This is an optimization exercise on Yosys and OpenROAD, whose aim is small area, not a production implementation.
RTL that was checked went through simulation tests only; none was proved equivalent to the original.
No functional check of the RTL was part of run 1.
Power figures rest on the tool's default switching activity, not on a simulated workload.

## flow/design.v (module list and top-level ports; edited modules follow where they fit)
// module fa_cell: 4 lines
// module fa1_cell: 4 lines
// module xnor_cell: 3 lines
// module or_cell: 3 lines
// module bsel_cell: 5 lines
// module bsel0_cell: 5 lines
// module aoi22_cell: 3 lines
// module nand_cell: 3 lines
// module ha_cell: 4 lines
// module PEArray2: 2795 lines
module PEArray2 #(
    parameter W = 8,
    parameter N = 4
)(
    input logic clk, rst, stationaryCtrl,
    input logic [N-1:0][W-1:0] a_in,
    input logic [N-1:0][W-1:0] b_in,
    input logic [N-1:0][W-1:0] c_in,
    output logic [N-1:0][W-1:0] c_out
);
  // ...
==> flow/flow/run.sh <==
#!/bin/bash
# Standard ORFS layout; ports are buffered with the smallest buffer and the
# clock tree uses small clock buffers without dummy loads.
set -euo pipefail
export BUFFER_PORTS_ARGS="-buffer_cell sky130_fd_sc_hd__buf_1"
export CTS_ARGS="-sink_clustering_enable -repair_clock_nets -dont_use_dummy_load -sink_clustering_size 16 -sink_clustering_max_diameter 80 -buf_list {sky130_fd_sc_hd__clkbuf_4 sky130_fd_sc_hd__clkbuf_8}"
bash standard.sh > standard.log 2>&1
==> flow/standard.sh <==
#!/bin/bash
# synth_recipe.tcl (not shown) runs the flow's synth.tcl, then flattens the netlist and writes it again
# the make line also repeats each setting of config.mk as NAME=value (left out here)
make -C /OpenROAD-flow-scripts/flow DESIGN_CONFIG=/design/flow/config.mk WORK_HOME=/design/flow/orfs CLKGATE_MAP_FILE= SYNTH_SCRIPT=/design/flow/synth_recipe.tcl "${@:-finish}"
==> flow/config.mk <==
export PLATFORM = sky130hd
export DESIGN_NAME = PEArray2
export DESIGN_NICKNAME = PEArray2
export VERILOG_FILES = /design/flow/design.v
export SDC_FILE = /design/flow/constraint.sdc
export NUM_CORES = 4
export LEC_CHECK = 0
export CAP_MARGIN = 20
export CORE_MARGIN = 2
export CORE_UTILIZATION = 65
export SLEW_MARGIN = 20
export SYNTH_HIERARCHICAL = 1
export SYNTH_MINIMUM_KEEP_SIZE = 0
==> flow/constraint.sdc <==
create_clock -name core_clock -period 6.5 [get_ports {clk}]
set_input_delay 1.3000 -clock core_clock [delete_from_list [all_inputs] [get_ports {clk}]]
set_output_delay 1.3000 -clock core_clock [all_outputs]
set_load 0.01 [all_outputs]
==> out/qor.csv, run 1 <==
stage,metric,value,unit
layout,clock_buffers,19,
layout,fin_util,72.0,%
drt,post_drt_wl_per_cell,25.1,µm
setup_path,path_depth,18,
setup_path,rr_worst_depth,16,
setup_path,cp-startpoint,b_in[9],
min_path,min-delay-start,r1[0]$_SDFF_PP0_,
drt,vias,12900,
layout,final_nets,2205,
global_route,antenna_found_initial,0,
power_and_ir_drop,switchingPower,3170,µW
sta,slew_headroom,40.4,%
synthesis,synth_compound_area_share,0,%
sta,fin_skew,0.0674,ns
global_route,grt_pass1_wl,79.2,mm
drt,drc_errors,0,
synthesis,syn-cell-area,18400,µm²
status,status,"complete, no violations",
floorplan,start_util,66.2,%
power_and_ir_drop,powerSeq,1800,µW
min_path,hold-path-cell-count,1,
power_and_ir_drop,p_clk,720,µW
layout,layout_commonest_cell,nand2_1,
power_and_ir_drop,pwr-share-comb,68.8,%
power_and_ir_drop,peakVddDrop,0.000556,V
setup_path,crit_top_cell,fa_1,
placement,place_inst,2111,
layout,clk_share,1.31,%
sta,finalHoldViolCount,0,
synthesis,synth.area.top_cells,"fa_1, edfxtp_1, nand2_1",
power_and_ir_drop,power,8080,µW
layout,dominant-cell-class,multi-input combinational cells,
sta,fin_tns_setup,0,ns
setup_path,crit_fanout,17,
placement,gp_congestion,0.986,
==> run 2: changes to the inputs <==
--- a/flow/design.v
+++ b/flow/design.v
@@ -4,16 +4,19 @@
 endmodule
 module fa1_cell (input logic a, b, output logic s, co);
   xnor_cell ux (a, b, s);
   or_cell uo (a, b, co);
 endmodule
 module xnor_cell (input logic a, b, output logic y);
   assign y = ~(a ^ b);
 endmodule
+module xor_cell (input logic a, b, output logic y);
+  assign y = a ^ b;
+endmodule
 module or_cell (input logic a, b, output logic y);
   assign y = a | b;
 endmodule
 module bsel_cell (input logic one, two, neg, x, xm1, output logic p);
   logic q;
   aoi22_cell ua (one, x, two, xm1, q);
   xnor_cell ux (q, neg, p);
 endmodule
@@ -1831,72 +1834,72 @@
   fa_cell us303 (k252, k254, k256, s303, k304);
   fa_cell us305 (s289, s291, s293, s305, k306);
   fa_cell us307 (s295, s297, s299, s307, k308);
   fa_cell us309 (k258, k260, s301, s309, k310);
   fa_cell us311 (k262, s303, s305, s311, k312);
   fa_cell us313 (s307, k264, s309, s313, k314);
   fa_cell us315 (k266, s311, s313, s315, k316);
   fa_cell us317 (k268, s315, k270, s317, k318);
-  assign x319 = 1'b1 ^ p8;
-  assign x320 = p15 ^ p21;
-  assign x321 = p26 ^ p30;
-  assign x322 = p33 ^ p35;
-  assign x323 = p36 ^ p44;
-  assign x324 = p51 ^ p57;
-  assign x325 = p62 ^ p66;
-  assign x326 = p69 ^ p71;
-  assign x327 = p72 ^ p80;
-  assign x328 = p87 ^ p93;
-  assign x329 = p98 ^ p102;
-  assign x330 = p105 ^ p107;
-  assign x331 = p108 ^ p116;
-  assign x332 = p123 ^ p129;
-  assign x333 = p134 ^ p138;
-  assign x334 = p141 ^ p143;
-  assign x335 = p144 ^ x319;
-  assign x336 = x320 ^ x321;
-  assign x337 = x322 ^ x323;
-  assign x338 = x324 ^ x325;
-  assign x339 = x326 ^ x327;
-  assign x340 = x328 ^ x329;
-  assign x341 = x330 ^ x331;
-  assign x342 = x332 ^ x333;
-  assign x343 = x334 ^ x335;
-  assign x344 = x336 ^ x337;
-  assign x345 = x338 ^ x339;
-  assign x346 = x340 ^ x341;
-  assign x347 = x342 ^ k272;
-  assign x348 = k274 ^ k276;
-  assign x349 = k278 ^ k280;
-  assign x350 = k282 ^ k284;
-  assign x351 = k286 ^ k288;
-  assign x352 = x343 ^ x344;
-  assign x353 = x345 ^ x346;
-  assign x354 = x347 ^ x348;
-  assign x355 = x349 ^ x350;
-  assign x356 = x351 ^ x352;
-  assign x357 = x353 ^ x354;
-  assign x358 = x355 ^ k290;
-  assign x359 = k292 ^ k294;
-  assign x360 = x356 ^ k296;
-  assign x361 = k298 ^ k300;
-  assign x362 = x357 ^ x358;
-  assign x363 = x359 ^ x360;
-  assign x364 = x361 ^ x362;
-  assign x365 = k302 ^ x363;
-  assign x366 = k304 ^ k306;
-  assign x367 = x364 ^ k308;
-  assign x368 = x365 ^ x366;
-  assign x369 = x367 ^ x368;
-  assign x370 = k310 ^ k312;
-  assign x371 = x369 ^ x370;
-  assign x372 = x371 ^ k314;
-  assign x373 = x372 ^ k316;
-  assign x374 = x373 ^ k318;
+  xor_cell ux319 (1'b1, p8, x319);
+  xor_cell ux320 (p15, p21, x320);
+  xor_cell ux321 (p26, p30, x321);
+  xor_cell ux322 (p33, p35, x322);
+  xor_cell ux323 (p36, p44, x323);
+  xor_cell ux324 (p51, p57, x324);
+  xor_cell ux325 (p62, p66, x325);
+  xor_cell ux326 (p69, p71, x326);
+  xor_cell ux327 (p72, p80, x327);
+  xor_cell ux328 (p87, p93, x328);
+  xor_cell ux329 (p98, p102, x329);
+  xor_cell ux330 (p105, p107, x330);
+  xor_cell ux331 (p108, p116, x331);
+  xor_cell ux332 (p123, p129, x332);
+  xor_cell ux333 (p134, p138, x333);
+  xor_cell ux334 (p141, p143, x334);
+  xor_cell ux335 (p144, x319, x335);
+  xor_cell ux336 (x320, x321, x336);
+  xor_cell ux337 (x322, x323, x337);
+  xor_cell ux338 (x324, x325, x338);
+  xor_cell ux339 (x326, x327, x339);
+  xor_cell ux340 (x328, x329, x340);
+  xor_cell ux341 (x330, x331, x341);
+  xor_cell ux342 (x332, x333, x342);
+  xor_cell ux343 (x334, x335, x343);
+  xor_cell ux344 (x336, x337, x344);
+  xor_cell ux345 (x338, x339, x345);
+  xor_cell ux346 (x340, x341, x346);
+  xor_cell ux347 (x342, k272, x347);
+  xor_cell ux348 (k274, k276, x348);
+  xor_cell ux349 (k278, k280, x349);
+  xor_cell ux350 (k282, k284, x350);
+  xor_cell ux351 (k286, k288, x351);
+  xor_cell ux352 (x343, x344, x352);
+  xor_cell ux353 (x345, x346, x353);
+  xor_cell ux354 (x347, x348, x354);
+  xor_cell ux355 (x349, x350, x355);
+  xor_cell ux356 (x351, x352, x356);
+  xor_cell ux357 (x353, x354, x357);
+  xor_cell ux358 (x355, k290, x358);
+  xor_cell ux359 (k292, k294, x359);
+  xor_cell ux360 (x356, k296, x360);
+  xor_cell ux361 (k298, k300, x361);
+  xor_cell ux362 (x357, x358, x362);
+  xor_cell ux363 (x359, x360, x363);
+  xor_cell ux364 (x361, x362, x364);
+  xor_cell ux365 (k302, x363, x365);
+  xor_cell ux366 (k304, k306, x366);
+  xor_cell ux367 (x364, k308, x367);
+  xor_cell ux368 (x365, x366, x368);
+  xor_cell ux369 (x367, x368, x369);
+  xor_cell ux370 (k310, k312, x370);
+  xor_cell ux371 (x369, x370, x371);
+  xor_cell ux372 (x371, k314, x372);
+  xor_cell ux373 (x372, k316, x373);
+  xor_cell ux374 (x373, k318, x374);
   assign z[0] = {x374, s317, s269, s229, s197, s173, s157, s147};
   assign p375 = ~(a[1][0][0] & b_in[0][0]);
   assign p376 = ~(a[1][0][0] & b_in[0][1]);
   assign p377 = ~(a[1][0][0] & b_in[0][2]);
   assign p378 = ~(a[1][0][0] & b_in[0][3]);
   assign p379 = ~(a[1][0][0] & b_in[0][4]);
   assign p380 = ~(a[1][0][0] & b_in[0][5]);
   assign p381 = ~(a[1][0][0] & b_in[0][6]);
@@ -2119,72 +2122,72 @@
   fa_cell us677 (k626, k628, k630, s677, k678);
   fa_cell us679 (s663, s665, s667, s679, k680);
   fa_cell us681 (s669, s671, s673, s681, k682);
   fa_cell us683 (k632, k634, s675, s683, k684);
   fa_cell us685 (k636, s677, s679, s685, k686);
   fa_cell us687 (s681, k638, s683, s687, k688);
   fa_cell us689 (k640, s685, s687, s689, k690);
   fa_cell us691 (k642, s689, k644, s691, k692);
-  assign x693 = 1'b1 ^ p382;
-  assign x694 = p389 ^ p395;
-  assign x695 = p400 ^ p404;
-  assign x696 = p407 ^ p409;
-  assign x697 = p410 ^ p418;
-  assign x698 = p425 ^ p431;
-  assign x699 = p436 ^ p440;
-  assign x700 = p443 ^ p445;
-  assign x701 = p446 ^ p454;
-  assign x702 = p461 ^ p467;
-  assign x703 = p472 ^ p476;
-  assign x704 = p479 ^ p481;
-  assign x705 = p482 ^ p490;
-  assign x706 = p497 ^ p503;
-  assign x707 = p508 ^ p512;
-  assign x708 = p515 ^ p517;
-  assign x709 = p518 ^ x693;
-  assign x710 = x694 ^ x695;
-  assign x711 = x696 ^ x697;
-  assign x712 = x698 ^ x699;
-  assign x713 = x700 ^ x701;
-  assign x714 = x702 ^ x703;
-  assign x715 = x704 ^ x705;
-  assign x716 = x706 ^ x707;
-  assign x717 = x708 ^ x709;
-  assign x718 = x710 ^ x711;
-  assign x719 = x712 ^ x713;
-  assign x720 = x714 ^ x715;
-  assign x721 = x716 ^ k646;
-  assign x722 = k648 ^ k650;
-  assign x723 = k652 ^ k654;
-  assign x724 = k656 ^ k658;
-  assign x725 = k660 ^ k662;
-  assign x726 = x717 ^ x718;
-  assign x727 = x719 ^ x720;
-  assign x728 = x721 ^ x722;
-  assign x729 = x723 ^ x724;
-  assign x730 = x725 ^ x726;
-  assign x731 = x727 ^ x728;
-  assign x732 = x729 ^ k664;
-  assign x733 = k666 ^ k668;
-  assign x734 = x730 ^ k670;
-  assign x735 = k672 ^ k674;
-  assign x736 = x731 ^ x732;
-  assign x737 = x733 ^ x734;
-  assign x738 = x735 ^ x736;
-  assign x739 = k676 ^ x737;
-  assign x740 = k678 ^ k680;
-  assign x741 = x738 ^ k682;
-  assign x742 = x739 ^ x740;
-  assign x743 = x741 ^ x742;
-  assign x744 = k684 ^ k686;
-  assign x745 = x743 ^ x744;
-  assign x746 = x745 ^ k688;
-  assign x747 = x746 ^ k690;
-  assign x748 = x747 ^ k692;
+  xor_cell ux693 (1'b1, p382, x693);
+  xor_cell ux694 (p389, p395, x694);
+  xor_cell ux695 (p400, p404, x695);
+  xor_cell ux696 (p407, p409, x696);
+  xor_cell ux697 (p410, p418, x697);
+  xor_cell ux698 (p425, p431, x698);
+  xor_cell ux699 (p436, p440, x699);
+  xor_cell ux700 (p443, p445, x700);
+  xor_cell ux701 (p446, p454, x701);
+  xor_cell ux702 (p461, p467, x702);
+  xor_cell ux703 (p472, p476, x703);
+  xor_cell ux704 (p479, p481, x704);
+  xor_cell ux705 (p482, p490, x705);
+  xor_cell ux706 (p497, p503, x706);
+  xor_cell ux707 (p508, p512, x707);
+  xor_cell ux708 (p515, p517, x708);
+  xor_cell ux709 (p518, x693, x709);
+  xor_cell ux710 (x694, x695, x710);
+  xor_cell ux711 (x696, x697, x711);
+  xor_cell ux712 (x698, x699, x712);
+  xor_cell ux713 (x700, x701, x713);
+  xor_cell ux714 (x702, x703, x714);
+  xor_cell ux715 (x704, x705, x715);
+  xor_cell ux716 (x706, x707, x716);
+  xor_cell ux717 (x708, x709, x717);
+  xor_cell ux718 (x710, x711, x718);
+  xor_cell ux719 (x712, x713, x719);
+  xor_cell ux720 (x714, x715, x720);
+  xor_cell ux721 (x716, k646, x721);
+  xor_cell ux722 (k648, k650, x722);
+  xor_cell ux723 (k652, k654, x723);
+  xor_cell ux724 (k656, k658, x724);
+  xor_cell ux725 (k660, k662, x725);
+  xor_cell ux726 (x717, x718, x726);
+  xor_cell ux727 (x719, x720, x727);
+  xor_cell ux728 (x721, x722, x728);
+  xor_cell ux729 (x723, x724, x729);
+  xor_cell ux730 (x725, x726, x730);
+  xor_cell ux731 (x727, x728, x731);
+  xor_cell ux732 (x729, k664, x732);
+  xor_cell ux733 (k666, k668, x733);
+  xor_cell ux734 (x730, k670, x734);
+  xor_cell ux735 (k672, k674, x735);
+  xor_cell ux736 (x731, x732, x736);
+  xor_cell ux737 (x733, x734, x737);
+  xor_cell ux738 (x735, x736, x738);
+  xor_cell ux739 (k676, x737, x739);
+  xor_cell ux740 (k678, k680, x740);
+  xor_cell ux741 (x738, k682, x741);
+  xor_cell ux742 (x739, x740, x742);
+  xor_cell ux743 (x741, x742, x743);
+  xor_cell ux744 (k684, k686, x744);
+  xor_cell ux745 (x743, x744, x745);
+  xor_cell ux746 (x745, k688, x746);
+  xor_cell ux747 (x746, k690, x747);
+  xor_cell ux748 (x747, k692, x748);
   assign z[1] = {x748, s691, s643, s603, s571, s547, s531, s521};
   assign p749 = ~(a[2][0][0] & b_in[0][0]);
   assign p750 = ~(a[2][0][0] & b_in[0][1]);
   assign p751 = ~(a[2][0][0] & b_in[0][2]);
   assign p752 = ~(a[2][0][0] & b_in[0][3]);
   assign p753 = ~(a[2][0][0] & b_in[0][4]);
   assign p754 = ~(a[2][0][0] & b_in[0][5]);
   assign p755 = ~(a[2][0][0] & b_in[0][6]);
@@ -2407,72 +2410,72 @@
   fa_cell us1051 (k1000, k1002, k1004, s1051, k1052);
   fa_cell us1053 (s1037, s1039, s1041, s1053, k1054);
   fa_cell us1055 (s1043, s1045, s1047, s1055, k1056);
   fa_cell us1057 (k1006, k1008, s1049, s1057, k1058);
   fa_cell us1059 (k1010, s1051, s1053, s1059, k1060);
   fa_cell us1061 (s1055, k1012, s1057, s1061, k1062);
   fa_cell us1063 (k1014, s1059, s1061, s1063, k1064);
   fa_cell us1065 (k1016, s1063, k1018, s1065, k1066);
-  assign x1067 = 1'b1 ^ p756;
-  assign x1068 = p763 ^ p769;
-  assign x1069 = p774 ^ p778;
-  assign x1070 = p781 ^ p783;
-  assign x1071 = p784 ^ p792;
-  assign x1072 = p799 ^ p805;
-  assign x1073 = p810 ^ p814;
-  assign x1074 = p817 ^ p819;
-  assign x1075 = p820 ^ p828;
-  assign x1076 = p835 ^ p841;
-  assign x1077 = p846 ^ p850;
-  assign x1078 = p853 ^ p855;
-  assign x1079 = p856 ^ p864;
-  assign x1080 = p871 ^ p877;
-  assign x1081 = p882 ^ p886;
-  assign x1082 = p889 ^ p891;
-  assign x1083 = p892 ^ x1067;
-  assign x1084 = x1068 ^ x1069;
-  assign x1085 = x1070 ^ x1071;
-  assign x1086 = x1072 ^ x1073;
-  assign x1087 = x1074 ^ x1075;
-  assign x1088 = x1076 ^ x1077;
-  assign x1089 = x1078 ^ x1079;
-  assign x1090 = x1080 ^ x1081;
-  assign x1091 = x1082 ^ x1083;
-  assign x1092 = x1084 ^ x1085;
-  assign x1093 = x1086 ^ x1087;
-  assign x1094 = x1088 ^ x1089;
-  assign x1095 = x1090 ^ k1020;
-  assign x1096 = k1022 ^ k1024;
-  assign x1097 = k1026 ^ k1028;
-  assign x1098 = k1030 ^ k1032;
-  assign x1099 = k1034 ^ k1036;
-  assign x1100 = x1091 ^ x1092;
-  assign x1101 = x1093 ^ x1094;
-  assign x1102 = x1095 ^ x1096;
-  assign x1103 = x1097 ^ x1098;
-  assign x1104 = x1099 ^ x1100;
-  assign x1105 = x1101 ^ x1102;
-  assign x1106 = x1103 ^ k1038;
-  assign x1107 = k1040 ^ k1042;
-  assign x1108 = x1104 ^ k1044;
-  assign x1109 = k1046 ^ k1048;
-  assign x1110 = x1105 ^ x1106;
-  assign x1111 = x1107 ^ x1108;
-  assign x1112 = x1109 ^ x1110;
-  assign x1113 = k1050 ^ x1111;
-  assign x1114 = k1052 ^ k1054;
-  assign x1115 = x1112 ^ k1056;
-  assign x1116 = x1113 ^ x1114;
-  assign x1117 = x1115 ^ x1116;
-  assign x1118 = k1058 ^ k1060;
-  assign x1119 = x1117 ^ x1118;
-  assign x1120 = x1119 ^ k1062;
-  assign x1121 = x1120 ^ k1064;
-  assign x1122 = x1121 ^ k1066;
+  xor_cell ux1067 (1'b1, p756, x1067);
+  xor_cell ux1068 (p763, p769, x1068);
+  xor_cell ux1069 (p774, p778, x1069);
+  xor_cell ux1070 (p781, p783, x1070);
+  xor_cell ux1071 (p784, p792, x1071);
+  xor_cell ux1072 (p799, p805, x1072);
+  xor_cell ux1073 (p810, p814, x1073);
+  xor_cell ux1074 (p817, p819, x1074);
+  xor_cell ux1075 (p820, p828, x1075);
+  xor_cell ux1076 (p835, p841, x1076);
+  xor_cell ux1077 (p846, p850, x1077);
+  xor_cell ux1078 (p853, p855, x1078);
+  xor_cell ux1079 (p856, p864, x1079);
+  xor_cell ux1080 (p871, p877, x1080);
+  xor_cell ux1081 (p882, p886, x1081);
+  xor_cell ux1082 (p889, p891, x1082);
+  xor_cell ux1083 (p892, x1067, x1083);
+  xor_cell ux1084 (x1068, x1069, x1084);
+  xor_cell ux1085 (x1070, x1071, x1085);
+  xor_cell ux1086 (x1072, x1073, x1086);
+  xor_cell ux1087 (x1074, x1075, x1087);
+  xor_cell ux1088 (x1076, x1077, x1088);
+  xor_cell ux1089 (x1078, x1079, x1089);
+  xor_cell ux1090 (x1080, x1081, x1090);
+  xor_cell ux1091 (x1082, x1083, x1091);
+  xor_cell ux1092 (x1084, x1085, x1092);
+  xor_cell ux1093 (x1086, x1087, x1093);
+  xor_cell ux1094 (x1088, x1089, x1094);
+  xor_cell ux1095 (x1090, k1020, x1095);
+  xor_cell ux1096 (k1022, k1024, x1096);
+  xor_cell ux1097 (k1026, k1028, x1097);
+  xor_cell ux1098 (k1030, k1032, x1098);
+  xor_cell ux1099 (k1034, k1036, x1099);
+  xor_cell ux1100 (x1091, x1092, x1100);
+  xor_cell ux1101 (x1093, x1094, x1101);
+  xor_cell ux1102 (x1095, x1096, x1102);
+  xor_cell ux1103 (x1097, x1098, x1103);
+  xor_cell ux1104 (x1099, x1100, x1104);
+  xor_cell ux1105 (x1101, x1102, x1105);
+  xor_cell ux1106 (x1103, k1038, x1106);
+  xor_cell ux1107 (k1040, k1042, x1107);
+  xor_cell ux1108 (x1104, k1044, x1108);
+  xor_cell ux1109 (k1046, k1048, x1109);
+  xor_cell ux1110 (x1105, x1106, x1110);
+  xor_cell ux1111 (x1107, x1108, x1111);
+  xor_cell ux1112 (x1109, x1110, x1112);
+  xor_cell ux1113 (k1050, x1111, x1113);
+  xor_cell ux1114 (k1052, k1054, x1114);
+  xor_cell ux1115 (x1112, k1056, x1115);
+  xor_cell ux1116 (x1113, x1114, x1116);
+  xor_cell ux1117 (x1115, x1116, x1117);
+  xor_cell ux1118 (k1058, k1060, x1118);
+  xor_cell ux1119 (x1117, x1118, x1119);
+  xor_cell ux1120 (x1119, k1062, x1120);
+  xor_cell ux1121 (x1120, k1064, x1121);
+  xor_cell ux1122 (x1121, k1066, x1122);
   assign z[2] = {x1122, s1065, s1017, s977, s945, s921, s905, s895};
   assign p1123 = ~(a[3][0][0] & b_in[0][0]);
   assign p1124 = ~(a[3][0][0] & b_in[0][1]);
   assign p1125 = ~(a[3][0][0] & b_in[0][2]);
   assign p1126 = ~(a[3][0][0] & b_in[0][3]);
   assign p1127 = ~(a[3][0][0] & b_in[0][4]);
   assign p1128 = ~(a[3][0][0] & b_in[0][5]);
   assign p1129 = ~(a[3][0][0] & b_in[0][6]);
@@ -2695,112 +2698,112 @@
   fa_cell us1425 (k1374, k1376, k1378, s1425, k1426);
   fa_cell us1427 (s1411, s1413, s1415, s1427, k1428);
   fa_cell us1429 (s1417, s1419, s1421, s1429, k1430);
   fa_cell us1431 (k1380, k1382, s1423, s1431, k1432);
   fa_cell us1433 (k1384, s1425, s1427, s1433, k1434);
   fa_cell us1435 (s1429, k1386, s1431, s1435, k1436);
   fa_cell us1437 (k1388, s1433, s1435, s1437, k1438);
   fa_cell us1439 (k1390, s1437, k1392, s1439, k1440);
-  assign x1441 = 1'b1 ^ p1130;
-  assign x1442 = p1137 ^ p1143;
-  assign x1443 = p1148 ^ p1152;
-  assign x1444 = p1155 ^ p1157;
-  assign x1445 = p1158 ^ p1166;
-  assign x1446 = p1173 ^ p1179;
-  assign x1447 = p1184 ^ p1188;
-  assign x1448 = p1191 ^ p1193;
-  assign x1449 = p1194 ^ p1202;
-  assign x1450 = p1209 ^ p1215;
-  assign x1451 = p1220 ^ p1224;
-  assign x1452 = p1227 ^ p1229;
-  assign x1453 = p1230 ^ p1238;
-  assign x1454 = p1245 ^ p1251;
-  assign x1455 = p1256 ^ p1260;
-  assign x1456 = p1263 ^ p1265;
-  assign x1457 = p1266 ^ x1441;
-  assign x1458 = x1442 ^ x1443;
-  assign x1459 = x1444 ^ x1445;
-  assign x1460 = x1446 ^ x1447;
-  assign x1461 = x1448 ^ x1449;
-  assign x1462 = x1450 ^ x1451;
-  assign x1463 = x1452 ^ x1453;
-  assign x1464 = x1454 ^ x1455;
-  assign x1465 = x1456 ^ x1457;
-  assign x1466 = x1458 ^ x1459;
-  assign x1467 = x1460 ^ x1461;
-  assign x1468 = x1462 ^ x1463;
-  assign x1469 = x1464 ^ k1394;
-  assign x1470 = k1396 ^ k1398;
-  assign x1471 = k1400 ^ k1402;
-  assign x1472 = k1404 ^ k1406;
-  assign x1473 = k1408 ^ k1410;
-  assign x1474 = x1465 ^ x1466;
-  assign x1475 = x1467 ^ x1468;
-  assign x1476 = x1469 ^ x1470;
-  assign x1477 = x1471 ^ x1472;
-  assign x1478 = x1473 ^ x1474;
-  assign x1479 = x1475 ^ x1476;
-  assign x1480 = x1477 ^ k1412;
-  assign x1481 = k1414 ^ k1416;
-  assign x1482 = x1478 ^ k1418;
-  assign x1483 = k1420 ^ k1422;
-  assign x1484 = x1479 ^ x1480;
-  assign x1485 = x1481 ^ x1482;
-  assign x1486 = x1483 ^ x1484;
-  assign x1487 = k1424 ^ x1485;
-  assign x1488 = k1426 ^ k1428;
-  assign x1489 = x1486 ^ k1430;
-  assign x1490 = x1487 ^ x1488;
-  assign x1491 = x1489 ^ x1490;
-  assign x1492 = k1432 ^ k1434;
-  assign x1493 = x1491 ^ x1492;
-  assign x1494 = x1493 ^ k1436;
-  assign x1495 = x1494 ^ k1438;
-  assign x1496 = x1495 ^ k1440;
+  xor_cell ux1441 (1'b1, p1130, x1441);
+  xor_cell ux1442 (p1137, p1143, x1442);
+  xor_cell ux1443 (p1148, p1152, x1443);
+  xor_cell ux1444 (p1155, p1157, x1444);
+  xor_cell ux1445 (p1158, p1166, x1445);
+  xor_cell ux1446 (p1173, p1179, x1446);
+  xor_cell ux1447 (p1184, p1188, x1447);
+  xor_cell ux1448 (p1191, p1193, x1448);
+  xor_cell ux1449 (p1194, p1202, x1449);
+  xor_cell ux1450 (p1209, p1215, x1450);
+  xor_cell ux1451 (p1220, p1224, x1451);
+  xor_cell ux1452 (p1227, p1229, x1452);
+  xor_cell ux1453 (p1230, p1238, x1453);
+  xor_cell ux1454 (p1245, p1251, x1454);
+  xor_cell ux1455 (p1256, p1260, x1455);
+  xor_cell ux1456 (p1263, p1265, x1456);
+  xor_cell ux1457 (p1266, x1441, x1457);
+  xor_cell ux1458 (x1442, x1443, x1458);
+  xor_cell ux1459 (x1444, x1445, x1459);
+  xor_cell ux1460 (x1446, x1447, x1460);
+  xor_cell ux1461 (x1448, x1449, x1461);
+  xor_cell ux1462 (x1450, x1451, x1462);
+  xor_cell ux1463 (x1452, x1453, x1463);
+  xor_cell ux1464 (x1454, x1455, x1464);
+  xor_cell ux1465 (x1456, x1457, x1465);
+  xor_cell ux1466 (x1458, x1459, x1466);
+  xor_cell ux1467 (x1460, x1461, x1467);
+  xor_cell ux1468 (x1462, x1463, x1468);
+  xor_cell ux1469 (x1464, k1394, x1469);
+  xor_cell ux1470 (k1396, k1398, x1470);
+  xor_cell ux1471 (k1400, k1402, x1471);
+  xor_cell ux1472 (k1404, k1406, x1472);
+  xor_cell ux1473 (k1408, k1410, x1473);
+  xor_cell ux1474 (x1465, x1466, x1474);
+  xor_cell ux1475 (x1467, x1468, x1475);
+  xor_cell ux1476 (x1469, x1470, x1476);
+  xor_cell ux1477 (x1471, x1472, x1477);
+  xor_cell ux1478 (x1473, x1474, x1478);
+  xor_cell ux1479 (x1475, x1476, x1479);
+  xor_cell ux1480 (x1477, k1412, x1480);
+  xor_cell ux1481 (k1414, k1416, x1481);
+  xor_cell ux1482 (x1478, k1418, x1482);
+  xor_cell ux1483 (k1420, k1422, x1483);
+  xor_cell ux1484 (x1479, x1480, x1484);
+  xor_cell ux1485 (x1481, x1482, x1485);
+  xor_cell ux1486 (x1483, x1484, x1486);
+  xor_cell ux1487 (k1424, x1485, x1487);
+  xor_cell ux1488 (k1426, k1428, x1488);
+  xor_cell ux1489 (x1486, k1430, x1489);
+  xor_cell ux1490 (x1487, x1488, x1490);
+  xor_cell ux1491 (x1489, x1490, x1491);
+  xor_cell ux1492 (k1432, k1434, x1492);
+  xor_cell ux1493 (x1491, x1492, x1493);
+  xor_cell ux1494 (x1493, k1436, x1494);
+  xor_cell ux1495 (x1494, k1438, x1495);
+  xor_cell ux1496 (x1495, k1440, x1496);
   assign z[3] = {x1496, s1439, s1391, s1351, s1319, s1295, s1279, s1269};
   ha_cell us1497 (c_in[0][0], r2[0][0], s1497, k1498);
   fa_cell us1499 (c_in[0][1], r2[0][1], k1498, s1499, k1500);
   fa_cell us1501 (c_in[0][2], r2[0][2], k1500, s1501, k1502);
   fa_cell us1503 (c_in[0][3], r2[0][3], k1502, s1503, k1504);
   fa_cell us1505 (c_in[0][4], r2[0][4], k1504, s1505, k1506);
   fa_cell us1507 (c_in[0][5], r2[0][5], k1506, s1507, k1508);
   fa_cell us1509 (c_in[0][6], r2[0][6], k1508, s1509, k1510);
-  assign x1511 = c_in[0][7] ^ r2[0][7];
-  assign x1512 = x1511 ^ k1510;
+  xor_cell ux1511 (c_in[0][7], r2[0][7], x1511);
+  xor_cell ux1512 (x1511, k1510, x1512);
   assign cs[0] = {x1512, s1509, s1507, s1505, s1503, s1501, s1499, s1497};
   ha_cell us1513 (c_in[1][0], r2[1][0], s1513, k1514);
   fa_cell us1515 (c_in[1][1], r2[1][1], k1514, s1515, k1516);
   fa_cell us1517 (c_in[1][2], r2[1][2], k1516, s1517, k1518);
   fa_cell us1519 (c_in[1][3], r2[1][3], k1518, s1519, k1520);
   fa_cell us1521 (c_in[1][4], r2[1][4], k1520, s1521, k1522);
   fa_cell us1523 (c_in[1][5], r2[1][5], k1522, s1523, k1524);
   fa_cell us1525 (c_in[1][6], r2[1][6], k1524, s1525, k1526);
-  assign x1527 = c_in[1][7] ^ r2[1][7];
-  assign x1528 = x1527 ^ k1526;
+  xor_cell ux1527 (c_in[1][7], r2[1][7], x1527);
+  xor_cell ux1528 (x1527, k1526, x1528);
   assign cs[1] = {x1528, s1525, s1523, s1521, s1519, s1517, s1515, s1513};
   ha_cell us1529 (c_in[2][0], r2[2][0], s1529, k1530);
   fa_cell us1531 (c_in[2][1], r2[2][1], k1530, s1531, k1532);
   fa_cell us1533 (c_in[2][2], r2[2][2], k1532, s1533, k1534);
   fa_cell us1535 (c_in[2][3], r2[2][3], k1534, s1535, k1536);
   fa_cell us1537 (c_in[2][4], r2[2][4], k1536, s1537, k1538);
   fa_cell us1539 (c_in[2][5], r2[2][5], k1538, s1539, k1540);
   fa_cell us1541 (c_in[2][6], r2[2][6], k1540, s1541, k1542);
-  assign x1543 = c_in[2][7] ^ r2[2][7];
-  assign x1544 = x1543 ^ k1542;
+  xor_cell ux1543 (c_in[2][7], r2[2][7], x1543);
+  xor_cell ux1544 (x1543, k1542, x1544);
   assign cs[2] = {x1544, s1541, s1539, s1537, s1535, s1533, s1531, s1529};
   ha_cell us1545 (c_in[3][0], r2[3][0], s1545, k1546);
   fa_cell us1547 (c_in[3][1], r2[3][1], k1546, s1547, k1548);
   fa_cell us1549 (c_in[3][2], r2[3][2], k1548, s1549, k1550);
   fa_cell us1551 (c_in[3][3], r2[3][3], k1550, s1551, k1552);
   fa_cell us1553 (c_in[3][4], r2[3][4], k1552, s1553, k1554);
   fa_cell us1555 (c_in[3][5], r2[3][5], k1554, s1555, k1556);
   fa_cell us1557 (c_in[3][6], r2[3][6], k1556, s1557, k1558);
-  assign x1559 = c_in[3][7] ^ r2[3][7];
-  assign x1560 = x1559 ^ k1558;
+  xor_cell ux1559 (c_in[3][7], r2[3][7], x1559);
+  xor_cell ux1560 (x1559, k1558, x1560);
   assign cs[3] = {x1560, s1557, s1555, s1553, s1551, s1549, s1547, s1545};
   always_ff @(posedge clk) begin
     if (stationaryCtrl) begin
       a[0] <= a_in;
       a[1] <= a[0];
       a[2] <= a[1];
       a[3] <= a[2];
     end
==> flow/config.mk (replaced) <==
export PLATFORM = sky130hd
export DESIGN_NAME = PEArray2
export DESIGN_NICKNAME = PEArray2
export VERILOG_FILES = /design/flow/design.v
export SDC_FILE = /design/flow/constraint.sdc
export NUM_CORES = 4
export LEC_CHECK = 0
export CAP_MARGIN = 20
export CORE_MARGIN = 2
export CORE_UTILIZATION = 65
export GPL_TIMING_DRIVEN = 0
export SLEW_MARGIN = 20
export SYNTH_HIERARCHICAL = 1
export SYNTH_MINIMUM_KEEP_SIZE = 0
==> out/qor.csv, run 2 <==
stage,metric,value,unit,change
clock_network,cts_resized,0,,
floorplan,coreArea,27900,µm²,
sta,fin_crit,5.71,ns,
placement,pre_cts_slack,0.348,ns,
synthesis,synthCells,1629,,
min_path,worstHoldPathType,register to register,,
layout,final_nets,2222,,+0.77%
clock_network,cts_sinks,228,,
global_route,grt_pass1_wl,75.0,mm,-5.3%
setup_path,start_kind,input pin,,
setup_path,crit_top_cell,fa_1,,
placement,port_buffers,113,,
clock_network,cts_tree,done,,
placement,place_hpwl,39.8,mm,
setup_path,cpPeakStageDelay,0.58,ns,
global_route,grt_start_max_net_pins,34,,
floorplan,rows,61,,
drt,vias,12400,,-3.9%
job,cap_viol_max_count,0,,
synthesis,yosys.cell_types.count,16,,
synthesis,synth_seq_area_share,31.7,%,
layout,layout_commonest_cell,nand2_1,,
synthesis,syn_avg_cell_area,11.3,µm²,
layout,regMostFlops,a,,
clock_network,post_cts_buffers,0,,
placement,gp_congestion,0.956,,-3.0%
setup_path,crit_type,input pin to register,,
layout,largest_reg_flops,128,,
sta,fin_tns_setup,0,ns,unchanged
synthesis,syn-cell-area,18400,µm²,+0.15%
sta,tightest_slew,0.922,ns,
sta,fin_ws,0.786,ns,
layout,layout-drive-gt1-share,4.35,%,
global_route,antenna_found_initial,0,,unchanged
layout,design_area,19700,µm²,
synthesis,synthArstFlopShare,0,%,
setup_path,cp-end-kind,register,,
floorplan,start_util,66.1,%,-0.083 points
synthesis,synth_warnings,7,,
placement,place_area,19400,µm²,
clock_network,cts_hold_buf,0,,
drt,routed_via_density,5.77,,
sta,finalHoldViolCount,0,,unchanged
layout,most-common-layout-cells,"nand2_1, fa_1, xor2_1",,
clock_network,clk_pin_slew,0.09,ns,
floorplan,die_x,172,µm,
clock_network,htreeDepth,1,,
sta,maxSlewViolCount,0,,
synthesis,synthFlopType,edfxtp_1,,
setup_path,crit_arrival,6.13,ns,
sta,fin_skew,0.0594,ns,-0.00792 ns
power_and_ir_drop,power_per_cell_area,361,nW/µm²,
global_route,met2_usage,53.4,%,
power_and_ir_drop,power_leakage,0.00718,µW,
clock_network,cts.path.max_buffers,3,,
sta,setup_violations,0,,
synthesis,synth_enable_flop_cells,128,,
setup_path,cp_top_family,adder cells,,
sta,finalCritPeriodShare,87.9,%,
layout,area_delta_synth_final,6.95,%,
setup_path,cp.required,6.92,ns,
synthesis,synth_seq_cells,228,,
drt,first_pass_iters,8,,
synthesis,synthTopCellsByCount,"nand2_1, fa_1, xor2_1, edfxtp_1, dfxtp_1",,
setup_path,cp.buffers_inverters,2,,
synthesis,yosys.area.top_type,fa_1,,
clock_network,cts-root-buf,clkbuf_8,,
floorplan,die_h,172,µm,
drt,wirelength,49.8,mm,
synthesis,yosysMostFrequentCell,nand2_1,,
setup_path,crit_path_top_delay_cell,fa_1,,
global_route,grtUsageMet1,49.5,%,
layout,num_antenna_cells,0,,
global_route,grt_overflow_total,0,,
floorplan,die_area,29700,µm²,
clock_network,clk_latency,0.55,ns,
global_route,grt_pass1_vias,12900,,
layout,fin_util,70.7,%,-1.3 points
sta,rsz0062_at_grt,false,,
global_route,top_usage_layer,met2,,
status,status,"complete, no violations",,
drt,ant_nets,0,,
synthesis,synth_top_area_share,37.8,%,
sta,slew_headroom,38.5,%,-1.9 points
power_and_ir_drop,peakVddDrop,0.000354,V,-36%
drt,post_drt_wl_per_cell,23.2,µm,-7.7%
clock_network,cts_buffers,20,,
synthesis,synth.area.top_cells,"fa_1, edfxtp_1, nand2_1",,
sta,holdWs,0.417,ns,
sta,clock.fmax,0.175,GHz,
drt,drt_iter0_markers,1097,,
setup_path,crit_fanout,10,,-7
setup_path,worstPathCellList,buf_1 -> buf_2 -> nand2_1 -> fa_1 -> fa_1 -> fa_1 -> fa_1 -> fa_1 -> fa_1 -> fa_1 -> xor2_1 -> nor2_1,,
floorplan,ios,131,,
global_route,grt_usage,35.2,%,
layout,fillers,2099,,
global_route,use_met3,9.13,%,
drt,drc_errors,0,,unchanged
run 2: changes by cell type in the layout (fill, tap and decap cells not counted), sizes merged:
| cell | before | now |
|---|---|---|
| xnor3 | 4 | 0 |
| xnor2 | 204 | 24 |
| nor2 | 41 | 37 |
| xor2 | 40 | 232 |
| conb | 0 | 4 |
| nor2b | 60 | 64 |
| clkbuf | 21 | 52 |
| buf | 195 | 169 |
run 2: layout make-up:
cell class	count	area [µm²]	share of cell area, %
clock buffers	20	275	1.40
plain buffers	84	399	2.03
flip-flops and latches	228	5850	29.7
repair buffers	117	520	2.64
well taps	378	473	2.40
multi-input cells	1320	12200	61.8
run 2: Yosys stat by module (local to each module, per instance), a selection:
module	cells	flops+latches
PEArray2	997	228
fa_cell	1	0
ha_cell	1	0
or_cell	1	0
xnor_cell	1	0
xor_cell	1	0
run 2: per-stage QoR:
| step | cells | total power, µW |
|---|---|---|
| 2_1_floorplan | 1632 | 4920 |
| 3_3_place_gp | 2123 | 6180 |
| 3_5_place_dp | 2127 | 6320 |
| 4_1_cts | 2147 | 7060 |
| 5_1_grt | 2147 | 7640 |
| 6_report | 2147 | 7110 |
run 2: cells by family (layout without fill, tap and decap cells):
kind of cell | count (synthesis) | count (layout) | share of synthesized area [%]
buffers and inverters | 84 | 221 | 2.17
muxes | 3 | 3 | 0.163
and+or+nand+nor | 705 | 705 | 15.6
other | 1 | 4 | 0.0204
adders and majority gates | 352 | 352 | 38.1
DFF | 228 | 228 | 31.7
xor gates and xnor gates | 256 | 256 | 12.2
run 2: worst register-to-register path: cells and delay by family, from the launching register on:
family / cells / cell delay [ns]
adders and majority gates: 8 / 3.48
xor gates and xnor gates: 1 / 0.38
buffers and inverters: 1 / 0.51
DFF: 1 / 0.35
and+or+nand+nor: 2 / 0.31
run 2: routing by layer:
layer	up-vias	share of wire (%)
li1	5226	-
met1	6196	39
met2	864	44
met3	109	12
met4	0	4.4
met5	-	0
run 2: path summary, 6_finish.rpt:
kind / start / to / slack, ns / depth (start not counted)
hold / removal: r1[27]$_SDFF_PP0_ / r2[27]$_SDFF_PP0_ / 0.42 / 1
setup / recovery: b_in[2] / r1[31]$_SDFF_PP0_ / 0.79 / 12
hold reg to reg: r1[27]$_SDFF_PP0_ / r2[27]$_SDFF_PP0_ / 0.42 / 1
setup reg to reg: a[8]$_DFFE_PP_ / r1[7]$_SDFF_PP0_ / 1.35 / 12
run 2: power by group:
group / total (µW) / internal, µW / switching (µW)
clock network: 736 / 276 / 459
logic: 4630 / 1960 / 2670
registers: 1750 / 1650 / 99.9
total: 7110 / 3890 / 3230
==> run 3: changes to the inputs <==
--- a/flow/config.mk
+++ b/flow/config.mk
@@ -7,8 +7,7 @@
 export LEC_CHECK = 0
 export CAP_MARGIN = 20
 export CORE_MARGIN = 2
-export CORE_UTILIZATION = 65
-export GPL_TIMING_DRIVEN = 0
+export CORE_UTILIZATION = 72
 export SLEW_MARGIN = 20
 export SYNTH_HIERARCHICAL = 1
 export SYNTH_MINIMUM_KEEP_SIZE = 0
==> out/qor.csv, run 3 <==
stage,metric,value,unit,change
global_route,grt_overflow_total,0,,unchanged
setup_path,r2r-start,a[40]$_DFFE_PP_,,
sta,fin_crit,5.43,ns,-0.288 ns
layout,multi_input_area,12200,µm²,unchanged
power_and_ir_drop,power_per_cell_area,346,nW/µm²,-4.2%
synthesis,synthCells,1629,,unchanged
drt,post_drt_wl_per_cell,23.4,µm,+0.70%
drt,wirelength,48.1,mm,-3.4%
sta,finalCritPeriodShare,83.5,%,-4.4 points
global_route,grt_pass1_vias,13400,,+4.0%
clock_network,post_cts_buffers,0,,unchanged
drt,vias,12500,,+0.88%
clock_network,clk_latency,0.57,ns,+0.02 ns
job,cap_viol_max_count,0,,unchanged
synthesis,yosys.area.top_type,fa_1,,
clock_network,cts_tree,done,,
min_path,hold-path-cell-count,1,,unchanged
floorplan,start_util,73.1,%,+7.0 points
clock_network,cts_buffers,20,,unchanged
synthesis,synth_top_area_share,37.8,%,unchanged
sta,maxSlewViolCount,0,,unchanged
setup_path,crit_type,input pin to register,,
clock_network,cts_sinks,228,,unchanged
drt,first_pass_iters,8,,unchanged
synthesis,synth_enable_flop_cells,128,,unchanged
placement,place_inst,2040,,-4.1%
sta,tightest_slew,0.947,ns,+0.0246 ns
synthesis,yosys.cell_types.count,16,,unchanged
drt,ant_nets,0,,unchanged
drt,routed_via_density,6.07,,+5.1%
synthesis,synth_seq_cells,228,,unchanged
layout,finalNonFillerCells,2060,,-4.1%
status,status,"complete, no violations",,
placement,gp_congestion,0.916,,-4.2%
global_route,grt_usage,37.6,%,+2.3 points
global_route,grt_pass1_wl,73.6,mm,-1.9%
synthesis,synthFlopType,edfxtp_1,,
sta,holdWs,0.414,ns,-0.00295 ns
clock_network,clk_pin_slew,0.09,ns,about the same
synthesis,syn_avg_cell_area,11.3,µm²,unchanged
layout,layout_commonest_cell,nand2_1,,
clock_network,cts-root-buf,clkbuf_8,,
min_path,worstHoldPathType,register to register,,
setup_path,cp-startpoint,b_in[9],,
setup_path,crit_fanout,8,,-2
sta,finalHoldViolCount,0,,unchanged
clock_network,htreeDepth,1,,unchanged
sta,clock.fmax,0.184,GHz,+5.3%
layout,most-common-layout-cells,"nand2_1, fa_1, xor2_1",,
clock_network,cts.path.max_buffers,3,,unchanged
sta,fin_skew,0.0913,ns,+0.0319 ns
setup_path,cp_top_family,adder cells,,
setup_path,crit_top_cell,fa_1,,
layout,largest_reg_flops,128,,unchanged
setup_path,crit_path_top_delay_cell,buf_1,,
drt,drc_errors,0,,unchanged
setup_path,cp-end-kind,register,,
sta,rsz0062_at_grt,false,,
setup_path,cp.buffers_inverters,1,,-1
synthesis,synth.area.top_cells,"fa_1, edfxtp_1, nand2_1",,
min_path,min-delay-start,r1[29]$_SDFF_PP0_,,
layout,seq_area,5850,µm²,unchanged
setup_path,start_kind,input pin,,
sta,setup_violations,0,,unchanged
synthesis,synthTopCellsByCount,"nand2_1, fa_1, xor2_1, edfxtp_1, dfxtp_1",,
global_route,antenna_found_initial,0,,unchanged
layout,num_antenna_cells,0,,unchanged
floorplan,die_area,26900,µm²,-9.5%
placement,port_buffers,130,,+15%
synthesis,syn-cell-area,18400,µm²,unchanged
clock_network,cts_hold_buf,0,,unchanged
floorplan,ios,131,,unchanged
floorplan,rows,58,,-4.9%
floorplan,die_h,164,µm,-4.9%
sta,fin_tns_setup,0,ns,unchanged
placement,place_hpwl,35.9,mm,-9.9%
floorplan,coreArea,25200,µm²,-9.6%
setup_path,path_depth,12,,unchanged
layout,layout-drive-gt1-share,3.12,%,-1.2 points
clock_network,cts_resized,0,,unchanged
synthesis,yosysMostFrequentCell,nand2_1,,
synthesis,synth_seq_area_share,31.7,%,unchanged
layout,regMostFlops,a,,
floorplan,die_x,164,µm,-4.9%
setup_path,rr_worst_depth,11,,-1
layout,area_delta_synth_final,6.02,%,
power_and_ir_drop,peakVddDrop,0.000273,V,-23%
setup_path,cp.required,6.92,ns,about the same
power_and_ir_drop,power_leakage,0.00710,µW,-1.1%
layout,final_nets,2183,,-1.8%
synthesis,synth_warnings,7,,unchanged
synthesis,synthArstFlopShare,0,%,unchanged
setup_path,cpPeakStageDelay,0.60,ns,+0.02 ns
sta,slew_headroom,36.9,%,-1.6 points
setup_path,crit_arrival,5.85,ns,-0.28 ns
drt,drt_iter0_markers,1193,,+8.8%
setup_path,worstPathCellList,buf_1 -> nand2_1 -> fa_1 -> fa_1 -> fa_1 -> fa_1 -> fa_1 -> fa_1 -> fa_1 -> fa_1 -> xor2_1 -> nor2_1,,
global_route,grt_start_max_net_pins,55,,+62%
layout,fillers,1667,,-21%
[run 3: cell counts after synthesis]
No cell type changed its count.
[run 3: kinds of logic after synthesis]
| family | share of synthesized area [%] |
|---|---|
| adders and majority gates | 38.1 |
| DFF | 31.7 |
| muxes | 0.163 |
| other | 0.0204 |
| xor gates and xnor gates | 12.2 |
| and+or+nand+nor | 15.6 |
| buffers and inverters | 2.17 |
[run 3: worst paths after layout]
| check | end | slack, ns |
|---|---|---|
| max | r1[23]$_SDFF_PP0_ | 1.07 |
| min | r2[29]$_SDFF_PP0_ | 0.41 |
| max reg2reg | r1[15]$_SDFF_PP0_ | 1.76 |
| min reg2reg | r2[29]$_SDFF_PP0_ | 0.41 |
[run 3: power by group]
part	internal, µW	switching (µW)	leakage [µW]
combinational	1920	2320	0.00488
clock	276	459	0.000144
sequential	1650	131	0.00207
[run 3: per-stage QoR]
stage | instance area [µm²] | total power, µW | setup WS [ns] | util [%]
4_1_cts | 19500 | 6720 | 1.17 | 77.5
5_1_grt | 19500 | 7280 | 0.984 | 77.5
2_1_floorplan | 18400 | 4920 | 1.09 | -
3_5_place_dp | 19200 | 5990 | 0.593 | 76.4
6_report | 19500 | 6760 | 1.07 | 77.5
3_3_place_gp | 19200 | 5790 | 0.709 | 76.4
[run 3: worst register-to-register path: stages (launching register included)]
cell and delay (ns):
edfxtp_1 0.76, nand2_1 0.19, fa_1 0.60, fa_1 0.44, fa_1 0.42, fa_1 0.43, fa_1 0.43, fa_1 0.42
fa_1 0.39, fa_1 0.39, xor2_1 0.17, nor2_1 0.10
[run 3: routing by layer]
metal  share of wire (%)  vias up  track usage, %
li1                    -     5149               -
met1                  38     6269            50.7
met2                  45      922            58.3
met3                  13      164            11.6
met4                 4.2        0            14.0
met5                   0        -               0
[run 3: modules after synthesis (local to each module, per instance), a selection]
module / times used / cell area, µm² / flops+latches / cells
xor_cell: 232 / 8.76 / 0 / 1
ha_cell: 4 / 12.5 / 0 / 1
fa_cell: 348 / 20.0 / 0 / 1
xnor_cell: 24 / 8.76 / 0 / 1
PEArray2: 1 / 9000 / 228 / 997
or_cell: 24 / 6.26 / 0 / 1
[run 3: layout make-up]
type                       instances  area share (%)
multi-input combinational       1320            62.4
timing repair buffer             162            4.14
clock buffer                      20            1.41
sequential                       228            29.9
tap                              330            2.11
==> run 4: changes to the inputs <==
--- a/flow/config.mk
+++ b/flow/config.mk
@@ -7,7 +7,7 @@
 export LEC_CHECK = 0
 export CAP_MARGIN = 20
 export CORE_MARGIN = 2
-export CORE_UTILIZATION = 72
+export CORE_UTILIZATION = 65
 export SLEW_MARGIN = 20
 export SYNTH_HIERARCHICAL = 1
 export SYNTH_MINIMUM_KEEP_SIZE = 0
==> out/qor.csv, run 4 <==
stage,metric,value,unit,change
setup_path,cp.required,6.93,ns,about the same
synthesis,synthArstFlopShare,0,%,unchanged
synthesis,syn_avg_cell_area,11.3,µm²,unchanged
synthesis,synth_compound_area_share,0,%,unchanged
setup_path,crit_fanout,12,,+4
clock_network,clk_pin_slew,0.11,ns,+0.02 ns
sta,setup_violations,0,,unchanged
global_route,grt_overflow_total,0,,unchanged
clock_network,clk_latency,0.54,ns,-0.03 ns
synthesis,synth_seq_area_share,31.7,%,unchanged
floorplan,coreArea,27900,µm²,+11%
sta,finalHoldViolCount,0,,unchanged
floorplan,die_area,29700,µm²,+10%
setup_path,worstPathCellList,buf_1 -> nand2_1 -> fa_1 -> fa_1 -> fa_1 -> fa_1 -> fa_1 -> fa_1 -> fa_1 -> xor2_1 -> nor2_1,,
setup_path,start_kind,input pin,,
clock_network,htreeDepth,1,,unchanged
sta,fin_ws,1.30,ns,+0.225 ns
setup_path,cpPeakStageDelay,0.59,ns,about the same
floorplan,die_x,172,µm,+5.1%
layout,num_antenna_cells,0,,unchanged
global_route,grt_pass1_wl,74.1,mm,+0.77%
sta,fin_skew,0.0471,ns,-0.0442 ns
global_route,grt_pass1_vias,12800,,-4.2%
synthesis,synth-simple-area-share,15.6,%,unchanged
layout,most-common-layout-cells,"nand2_1, fa_1, xor2_1",,
drt,drc_errors,0,,unchanged
synthesis,synthCells,1629,,unchanged
synthesis,synthFlopType,edfxtp_1,,
floorplan,die_h,172,µm,+5.1%
global_route,antenna_found_initial,0,,unchanged
clock_network,cts_hold_buf,0,,unchanged
layout,area_delta_synth_final,6.15,%,
sta,tightest_slew,1.04,ns,+0.0921 ns
global_route,grt_start_max_net_pins,80,,+45%
floorplan,rows,61,,+5.2%
drt,ant_nets,0,,unchanged
layout,layout_commonest_cell,nand2_1,,
clock_network,cts_resized,0,,unchanged
drt,wirelength,48.2,mm,+0.12%
synthesis,synth_seq_cells,228,,unchanged
sta,clock.fmax,0.192,GHz,+4.3%
floorplan,start_util,66.1,%,-7.0 points
setup_path,crit_path_top_delay_cell,buf_1,,
setup_path,crit_type,input pin to register,,
floorplan,ios,131,,unchanged
placement,place_hpwl,35.9,mm,about the same
synthesis,synthMuxAreaShare,0.163,%,unchanged
clock_network,cts_sinks,228,,unchanged
clock_network,cts-root-buf,clkbuf_8,,
placement,place_inst,2085,,+2.2%
synthesis,synthTopCellsByCount,"nand2_1, fa_1, xor2_1, edfxtp_1, dfxtp_1",,
setup_path,cp-end-kind,register,,
synthesis,syn-cell-area,18400,µm²,unchanged
job,cap_viol_max_count,0,,unchanged
layout,final_nets,2179,,-0.18%
synthesis,synth_xor_area_share,12.2,%,unchanged
power_and_ir_drop,power_per_cell_area,345,nW/µm²,-0.28%
drt,post_drt_wl_per_cell,22.9,µm,-2.0%
sta,rsz0062_at_grt,false,,
sta,maxSlewViolCount,0,,unchanged
min_path,worstHoldPathType,register to register,,
drt,drt_iter0_markers,1064,,-11%
global_route,grt_usage,34.5,%,-3.1 points
status,status,"complete, no violations",,
sta,fin_tns_setup,0,ns,unchanged
layout,largest_reg_flops,128,,unchanged
power_and_ir_drop,peakVddDrop,0.000286,V,+4.7%
setup_path,crit_top_cell,fa_1,,
layout,layout-drive-gt1-share,2.90,%,-0.22 points
sta,holdWs,0.421,ns,+0.00755 ns
clock_network,cts.path.max_buffers,3,,unchanged
clock_network,cts_buffers,19,,-5.0%
setup_path,crit_arrival,5.63,ns,-0.22 ns
power_and_ir_drop,power_leakage,0.00707,µW,-0.30%
synthesis,synth_enable_flop_cells,128,,unchanged
clock_network,post_cts_buffers,0,,unchanged
layout,finalNonFillerCells,2104,,+2.1%
synthesis,synth_fa_ha_area_share,38.1,%,unchanged
synthesis,yosysMostFrequentCell,nand2_1,,
sta,fin_crit,5.20,ns,-0.225 ns
sta,finalCritPeriodShare,80.0,%,-3.5 points
placement,pre_cts_slack,0.780,ns,+0.187 ns
synthesis,synth_warnings,7,,unchanged
placement,port_buffers,130,,unchanged
sta,slew_headroom,30.8,%,-6.1 points
drt,vias,12100,,-3.5%
synthesis,yosys.area.top_type,fa_1,,
layout,regMostFlops,a,,
synthesis,synth_top_family_by_area,adder cells,,
power_and_ir_drop,power,6750,µW,-0.15%
drt,first_pass_iters,5,,-3
drt,routed_via_density,5.73,,-5.5%
placement,gp_congestion,0.947,,+3.4%
clock_network,cts_tree,done,,
synthesis,synth_top_area_share,37.8,%,unchanged
synthesis,yosys.cell_types.count,16,,unchanged
synthesis,synth.area.top_cells,"fa_1, edfxtp_1, nand2_1",,
run 4: logic make-up after synthesis:
logic type / Yosys count
muxes: 3
xor gates and xnor gates: 256
buffers and inverters: 84
DFF: 228
other: 1
and+or+nand+nor: 705
adders and majority gates: 352
run 4: path summary, 6_finish.rpt:
kind	start	to	slack, ns	depth (start not counted)
worst max-delay path	b_in[13]	r1[15]$_SDFF_PP0_	1.30	11
worst min-delay path	a[47]$_DFFE_PP_	a[79]$_DFFE_PP_	0.42	0
worst max register to register	a[40]$_DFFE_PP_	r1[15]$_SDFF_PP0_	1.70	11
worst min register to register	a[47]$_DFFE_PP_	a[79]$_DFFE_PP_	0.42	0
run 4: metal layers:
metal	track usage, %	share of wire (%)	up-vias
met2	52.5	45	787
met1	48.9	40	6038
met3	9.98	12	105
li1	-	-	5136
met5	0	0	-
met4	10.1	2.8	0
run 4: through the flow:
stage / util (%) / cell area, µm²
6_report: 70.2 / 19500
2_1_floorplan: - / 18400
5_1_grt: 70.2 / 19500
3_3_place_gp: 69.2 / 19300
3_5_place_dp: 69.2 / 19300
4_1_cts: 70.2 / 19500
run 4: Yosys stat by module (local to each module, per instance), a selection:
module / cells / flops+latches
xor_cell: 1 / 0
ha_cell: 1 / 0
xnor_cell: 1 / 0
fa_cell: 1 / 0
or_cell: 1 / 0
PEArray2: 997 / 228
run 4: final cells by class:
cell class                      instances  area, µm²
Clock buffer                           19        262
Tap cell                              378        473
Fill cell                            2101       8310
Sequential cell                       228       5850
Multi-Input combinational cell       1320      12200
Timing Repair Buffer                  159        786
run 4: worst max-delay path, delay by kind of cell:
family	cells	cell delay, ns
xor gates and xnor gates	1	0.18
adders and majority gates	7	3.31
buffers and inverters	1	0.59
and+or+nand+nor	2	0.23
run 4: report_power, final:
part / internal [µW] / switching (µW) / total (µW)
Sequential: 1650 / 133 / 1780
Combinational: 1920 / 2310 / 4230
Clock: 263 / 470 / 733
==> run 5: changes to the inputs <==
==> flow/flow/run.sh (replaced) <==
#!/bin/bash
# Standard ORFS layout; ports are buffered with the smallest buffer and the
# clock tree uses small clock buffers without dummy loads.
set -euo pipefail
export BUFFER_PORTS_ARGS="-buffer_cell sky130_fd_sc_hd__buf_1"
export CTS_ARGS="-sink_clustering_enable -repair_clock_nets -dont_use_dummy_load -sink_clustering_size 12 -sink_clustering_max_diameter 60 -buf_list {sky130_fd_sc_hd__clkbuf_4}"
bash standard.sh > standard.log 2>&1
==> out/qor.csv, run 5 <==
stage,metric,value,unit,change
synthesis,synth_seq_cells,228,,unchanged
sta,rsz0062_at_grt,false,,
synthesis,synthTopCellsByCount,"nand2_1, fa_1, xor2_1, edfxtp_1, dfxtp_1",,
sta,setup_violations,0,,unchanged
global_route,grt_start_max_net_pins,80,,unchanged
power_and_ir_drop,pwr-share-clk,9.9,%,-1.0 points
setup_path,crit_arrival,5.62,ns,about the same
layout,finalNonFillerCells,2114,,+0.48%
layout,area_delta_synth_final,5.88,%,
synthesis,synthFlopType,edfxtp_1,,
power_and_ir_drop,switchingPower,2890,µW,-0.86%
floorplan,rows,61,,unchanged
clock_network,cts_resized,0,,unchanged
layout,final_nets,2188,,+0.41%
min_path,worstHoldPathType,register to register,,
drt,routed_via_density,5.76,,+0.41%
global_route,grt_usage,34.6,%,+0.12 points
clock_network,cts-root-buf,clkbuf_4,,
floorplan,coreArea,27900,µm²,unchanged
setup_path,start_kind,input pin,,
placement,port_buffers,130,,unchanged
layout,largest_reg_flops,128,,unchanged
power_and_ir_drop,pwr-share-seq,26.8,%,+0.4 points
synthesis,synth_top_area_share,37.8,%,unchanged
clock_network,cts_hold_buf,0,,unchanged
synthesis,synth_seq_area_share,31.7,%,unchanged
sta,tightest_slew,1.05,ns,+0.0150 ns
power_and_ir_drop,swShare,43.4,%,+0.26 points
power_and_ir_drop,power_per_cell_area,341,nW/µm²,-1.2%
sta,fin_skew,0.120,ns,+0.0726 ns
job,cap_viol_max_count,0,,unchanged
drt,vias,12200,,+0.89%
synthesis,synthArstFlopShare,0,%,unchanged
layout,regMostFlops,a,,
floorplan,ios,131,,unchanged
synthesis,synth_enable_flop_cells,128,,unchanged
setup_path,ff2ff_setup_slack,1.74,ns,+0.04 ns
power_and_ir_drop,power,6650,µW,-1.5%
synthesis,synthCells,1629,,unchanged
clock_network,post_cts_buffers,0,,unchanged
drt,first_pass_iters,5,,unchanged
sta,fin_crit,5.00,ns,-0.198 ns
setup_path,crit_type,input pin to register,,
layout,most-common-layout-cells,"nand2_1, fa_1, xor2_1",,
sta,clock.fmax,0.200,GHz,+4.0%
sta,fin_tns_setup,0,ns,unchanged
drt,drc_errors,0,,unchanged
drt,drt_iter0_markers,1128,,+6.0%
clock_network,cts_sinks,228,,unchanged
synthesis,synth.area.top_cells,"fa_1, edfxtp_1, nand2_1",,
sta,finalHoldViolCount,0,,unchanged
setup_path,cp.required,7.12,ns,+0.19 ns
power_and_ir_drop,power_leakage,0.00707,µW,-0.11%
drt,post_drt_wl_per_cell,22.9,µm,about the same
placement,place_area,19300,µm²,unchanged
floorplan,start_util,66.1,%,unchanged
clock_network,cts.path.max_buffers,3,,unchanged
placement,place_hpwl,35.9,mm,unchanged
clock_network,cts_buffers,28,,+9
synthesis,yosysMostFrequentCell,nand2_1,,
setup_path,crit_fanout,12,,unchanged
placement,gp_congestion,0.947,,unchanged
setup_path,cp-end-kind,register,,
floorplan,die_h,172,µm,unchanged
clock_network,clk_pin_slew,0.12,ns,about the same
synthesis,yosys.area.top_type,fa_1,,
power_and_ir_drop,intPower,3760,µW,-1.9%
sta,finalCritPeriodShare,77.0,%,-3.0 points
global_route,grt_overflow_total,0,,unchanged
power_and_ir_drop,peakVddDrop,0.000284,V,-0.61%
power_and_ir_drop,pwr-share-comb,63.2,%,+0.5 points
clock_network,htreeDepth,1,,unchanged
sta,fin_ws,1.50,ns,+0.198 ns
layout,design_area,19500,µm²,-0.25%
floorplan,die_x,172,µm,unchanged
synthesis,syn_avg_cell_area,11.3,µm²,unchanged
layout,layout_commonest_cell,nand2_1,,
sta,maxSlewViolCount,0,,unchanged
drt,wirelength,48.4,mm,+0.40%
synthesis,syn-cell-area,18400,µm²,unchanged
synthesis,yosys.cell_types.count,16,,unchanged
global_route,grt_pass1_vias,12800,,+0.12%
global_route,grt_pass1_wl,74.3,mm,+0.24%
sta,slew_headroom,29.8,%,-1.0 points
status,status,"complete, no violations",,
synthesis,synth_warnings,7,,unchanged
placement,place_inst,2085,,unchanged
layout,multi_input_area,12200,µm²,unchanged
global_route,antenna_found_initial,1,,+1
placement,pre_cts_slack,0.780,ns,unchanged
floorplan,die_area,29700,µm²,unchanged
layout,seq_area,5850,µm²,unchanged
layout,layout-drive-gt1-share,3.40,%,+0.50 points
layout,fillers,2120,,+0.90%
clock_network,clk_latency,0.75,ns,+0.21 ns
drt,ant_nets,0,,unchanged
clock_network,cts_tree,done,,
[run 5: power by group through the flow]
stage,combinational [µW],clock [µW],sequential [µW]
floorplan,3170,0,1750
global placement,4000,0,1810
detailed placement,4160,0,1810
CTS,4180,683,1780
global route,4690,724,1800
finish,4200,659,1780
[run 5: worst paths after layout]
| path | startpoint | to | depth (start not counted) |
|---|---|---|---|
| hold / removal | r1[22]$_SDFF_PP0_ | r2[22]$_SDFF_PP0_ | 1 |
| setup / recovery | b_in[13] | r1[15]$_SDFF_PP0_ | 11 |
| setup reg to reg | a[40]$_DFFE_PP_ | r1[15]$_SDFF_PP0_ | 11 |
| hold reg to reg | r1[22]$_SDFF_PP0_ | r2[22]$_SDFF_PP0_ | 1 |
[run 5: per-layer routing]
layer / global-route usage (%) / part of all wire [%] / vias to the layer above / wire length [µm]
li1: - / - / 5166 / -
met4: 10.1 / 3.0 / 0 / 1470
met2: 52.8 / 45 / 803 / 21600
met3: 9.48 / 12 / 128 / 5880
met5: 0.348 / 0 / - / 0
met1: 49.4 / 40 / 6076 / 19500
[run 5: area by class of cell]
class | instances | share of cell area, %
Antenna cell | 1 | 0.0128
Clock buffer | 28 | 1.08
Multi-Input combinational cell | 1320 | 62.5
Sequential cell | 228 | 30.0
Tap cell | 378 | 2.43
Timing Repair Buffer | 159 | 4.03
[run 5: modules after synthesis (local to each module, per instance), a selection]
module,cells inside,area [µm²],flops+latches
xnor_cell,1,8.76,0
fa_cell,1,20.0,0
xor_cell,1,8.76,0
or_cell,1,6.26,0
ha_cell,1,12.5,0
PEArray2,997,9000,228
[run 5: cells by family (layout without fill, tap and decap cells)]
group	Yosys count	in the layout	synth area share, %
muxes	3	3	0.163
other	1	5	0.0204
adders and majority gates	352	352	38.1
xor gates and xnor gates	256	256	12.2
DFF	228	228	31.7
and+or+nand+nor	705	705	15.6
buffers and inverters	84	187	2.17
[run 5: per-stage QoR]
step	hold WS, ns	utilization, %
6_report	0.432	70.0
2_1_floorplan	0.414	-
3_5_place_dp	0.421	69.2
5_1_grt	0.423	70.0
4_1_cts	0.421	70.0
3_3_place_gp	0.419	69.2
[run 5: worst max-delay path, cell delays in order]
cell,delay [ns]
buf_1,0.59
nand2_1,0.17
fa_1,0.52
fa_1,0.55
fa_1,0.46
fa_1,0.53
fa_1,0.44
fa_1,0.43
fa_1,0.40
xor2_1,0.17
nor2_1,0.06

[re-timing with driven ports]
Ports are ideal in the flow. The routed layouts listed here were re-timed in OpenROAD. Step 1: set_driving_cell puts a clkbuf_16 on clk and a buf_2 on each other input, an assumption about the parent block. Step 2 adds t to the input delays and takes it off the output delays; t is the mean of the earliest and latest rising clock arrival at the registers after step 1. Input paths then give back, and output paths get back, about the clock's delay inside the block. a / b / c = no drivers / after step 1 / after step 2; a / b = the first two.
run | t (ns) | slack for setup (ns) | hold WS [ns] | worst setup path after step 2 | worst slew at a driven data input, ns
run 1 | 0.587 | 0.397 / 0.422 / -0.164 | 0.443 / 0.443 / 0.443 | input to register | 0.04
run 2 | 0.571 | 0.786 / 0.810 / 0.239 | 0.417 / 0.417 / 0.417 | input to register | 0.07
run 3 | 0.576 | 1.073 / 1.095 / 0.519 | 0.414 / 0.414 / 0.414 | input to register | 0.07
run 4 | 0.577 | 1.298 / 1.322 / 0.745 | 0.421 / 0.421 / 0.421 | input to register | 0.04
run 5 | 0.740 | 1.496 / 1.516 / 0.777 | 0.432 / 0.432 / 0.432 | input to register | 0.04
With both steps, setup timing fails in run 1, where it was met with ideal ports. For run 5, which loses most, drivers alone change the setup slack by +0.020 ns; drivers and shift together by -0.719 ns.
